Source: an optimization exercise on an open RTL-to-GDS flow (aim: small area and a short achievable clock period). Production flows keep margins and buffers that such runs may drop. The RTL was checked by simulation tests, not by an equivalence proof against the original design. Power and IR drop assume default switching activity.

Setup of v6:
## cpu
module cpu(input clk, reset, interrupt,
           input [7:0] datamem_data, usermem_data_in,
           output [7:0] datamem_address, usermem_address, usermem_data_out,
           output rw,
           output [7:0] v1, v2);
make LEC_CHECK=0 CAP_MARGIN=20 CORE_MARGIN=2 CORE_UTILIZATION=40 SETUP_SLACK_MARGIN=4.0 SLEW_MARGIN=20 finish   # period 8.5 ns
run.sh (not shown) runs the stock make flow with config.mk's settings and CLKGATE_MAP_FILE= SYNTH_SCRIPT=/design/flow/synth_recipe.tcl, a recipe that flattens the netlist after the stock synthesis.
v6 finished all stages; the layout is clean.
Here is what was changed in the inputs of v7 compared with v6.
# v6
export LEC_CHECK = 0
export CAP_MARGIN = 20
export CORE_MARGIN = 2
export CORE_UTILIZATION = 40
export SETUP_SLACK_MARGIN = 4.0
export SLEW_MARGIN = 20
create_clock -name core_clock -period 8.5 [get_ports {clk}]
# v7
export LEC_CHECK = 0
export CAP_MARGIN = 20
export CORE_MARGIN = 2
export CORE_UTILIZATION = 40
export SLEW_MARGIN = 20
create_clock -name core_clock -period 8.5 [get_ports {clk}]
Notes after the runs:
Remaining global-route overflow came out exactly the same in v7 and v6.
Net switching fraction of the power was lower in v7 than in v6.
In the tables for v7 and v6, portion of the clock cycle consumed by the worst path in the final layout reads higher with v7.
Looking at area of combinational cells with multiple inputs, v7 sits about 2.7% below v6.

* * *

job 6337:
Another version of the RTL of cpu (not shown whole).
For scale: about 640 cells after synthesis, roughly 88 flip-flops, about 60 I/O pins, roughly 6100 sq um of cells after synthesis.
export LEC_CHECK = 0
export CAP_MARGIN = 20
export CORE_MARGIN = 2
export CORE_UTILIZATION = 65
export CTS_BUF_LIST = sky130_fd_sc_hd__clkbuf_8
export CTS_CLUSTER_SIZE = 30
export PLACE_DENSITY = 0.8
export SETUP_SLACK_MARGIN = 4.4
export SLEW_MARGIN = 20
create_clock -name core_clock -period 8.5 [get_ports {clk}]
standard.sh (not shown) runs the stock make flow with config.mk's settings and CLKGATE_MAP_FILE= SYNTH_SCRIPT=/design/flow/synth_recipe.tcl, a recipe that flattens the netlist after the stock synthesis.
==> flow/flow/run.sh <==
#!/bin/bash
# The standard layout (the standard.sh) with two changes: the port
# buffers are plain buf cells instead of the default delay-buffer cell, and
# Yosys does not map adders to the library's fixed half/full-adder cells
# (ABC maps that logic with the rest). Registers are untouched. ORFS writes
# each step's full log under orfs/logs; make's output goes to layout.log.
set -euo pipefail
bash standard.sh "ADDER_MAP_FILE=" "BUFFER_PORTS_ARGS=-buffer_cell sky130_fd_sc_hd__buf_2" finish > layout.log 2>&1
Job 6337 reached the end of the flow, and the finished layout is clean on the timing, design-rule and antenna checks.
Setup changes, job 6337 to job 9152
- SETUP_SLACK_MARGIN: 4.4 -> 4.2
- CORE_UTILIZATION: 65 -> 55
Findings:
No run among job 9152 and job 6337 stopped early or left any final violation; all are clean.
Detailed-route vias per instance: job 9152 vs job 6337 down about 6%
Job 6337 -> job 9152: half-perimeter wire length after placement decreased slightly
Comparing job 9152 and job 6337, the higher number of fill cells in the layout was measured on job 9152.
Between job 9152 and job 6337, the area added between synthesis and finish is higher for job 6337.
In job 9152 the multi-input combinational area share turned out 0.68 points lower than in job 6337.
The highest achievable clock rate number comes out lower for job 9152 vs job 6337.
Compared to job 6337, job 9152 has total power draw about 2.6% higher.
[job 9152] non-clock buffer count fell 9 relative to job 6337
Job 9152: length of the first detailed-routing pass in iterations 1 below job 6337
Between job 6337 and job 9152, the flow reports total clock network power increasing by more than 10%.
Compared with job 6337, job 9152 shows a higher normalized max-slew margin.
#### Input delta (job 2805 over job 9152)
- CORE_UTILIZATION now 65, was 55
- PLACE_DENSITY now 0.9, was 0.8
- SETUP_SLACK_MARGIN now 4.4, was 4.2
==> comparison <==
- Compare job 9152 and job 2805 | detailed-routed wire length on met3 higher: job 2805
- Comparing job 9152 and job 2805, data arrival time of the worst path is lower on job 2805.
- Cmp job 2805 vs job 9152: critical path depth lower in job 2805
- For the multi-input gate share of the layout cell area, job 2805 came in 0.22 points higher than job 9152 did.
- Clock share of power: job 2805 < job 9152
- Job 2805 — routability congestion estimate about 10% higher, job 9152 as reference
- Compared to job 9152, job 2805 has proportion of power drawn by combinational gates 2.6 points higher.
- Clock latency reported for the late side of the worst-skew pair (lower): job 2805
- [compare] base=job 9152 new=job 2805: placed standard-cell area neither gained nor lost much; post-route worst setup slack climbed 0.23 ns; share of the clock period used by the worst path after layout saw a decrease.
Setup changes, job 2805 to job 1554
- swapping 65 for 40 in CORE_UTILIZATION
- swapping 4.4 for 4.0 in SETUP_SLACK_MARGIN
- clearing PLACE_DENSITY, which used to be 0.9
- clearing CTS_CLUSTER_SIZE, which used to be 30
[summary]
Job 1554: no failed stages, no open violations at the end
The worst slew slack as a fraction of its limit in job 1554 sits 1.4 points below the value recorded for job 2805.
Job 1554 reports a higher wire length on met1 than job 2805 does.
Diff job 2805 -> job 1554: wire length moved up; global-route wire length before repair moved up; final non-filler cell area moved down.
Compared with job 2805, in job 1554 cell-internal power rose about 2.5%, global-route track usage on met1 fell 18 points.
Relative to job 2805, the clock period minus worst slack of job 1554 is higher by 0.36 ns.
The routed via count in job 2805 is 1.08 times that in job 1554.
Relative to job 1554, the following input files were edited for job 5667:
- setting CTS_CLUSTER_SIZE to 30 for the first time
- setting PLACE_DENSITY to 0.8 for the first time
- changing SETUP_SLACK_MARGIN from 4.0 to 4.3
- changing CORE_UTILIZATION from 40 to 55
## What came out
Job 1554 -> job 5667: count of flip-flops and latches delta 0, exact match
Vertical die dimension (lower): job 5667
Data-path buffer share of cell area in the final layout was lower in the run labelled job 1554.
Looking at cell with the largest stage delay on the worst path, the sky130_fd_sc_hd__mux4_2 result is from job 1554; the sky130_fd_sc_hd__or4_4 one comes from job 5667.
Of job 5667 and job 1554, job 1554 shows the higher placed wire-length estimate after detailed placement, with job 5667 below it.
Area of all placed cells without fillers up 1.9% in job 5667 wrt job 1554

[re-timing with driven ports]
In the flow no input, the clock included, has a driving cell. The finished layouts below were timed again as built, in two steps. Step 1, drivers: a clkbuf_16 drives clk and a buf_2 each remaining input, both assumed. Step 2 moves the port delays by t, midway between the first and last clock arrival at a register: inputs arrive t later, outputs are due t later. That takes back most of the time a late clock gives input paths. Three values: no drivers, after step 1, after step 2; two values: the first two.
run	shift t [ns]	slack for setup (ns)	worst data-port slew with drivers (ns)
v6	0.407	4.099 / 4.110 / 3.703	0.05
v7	0.396	2.763 / 2.782 / 2.387	0.05
job 6337	0.404	4.395 / 4.348 / 3.944	0.09
job 9152	0.412	4.200 / 4.192 / 3.780	0.04
job 2805	0.391	4.427 / 4.405 / 4.016	0.06
job 1554	0.414	4.066 / 4.080 / 3.666	0.05
job 5667	0.413	4.316 / 4.318 / 3.905	0.06
After both steps every run listed still meets setup and hold. The setup slack of job 6337, which loses most, moves by -0.047 ns with the drivers and by -0.451 ns with both steps.
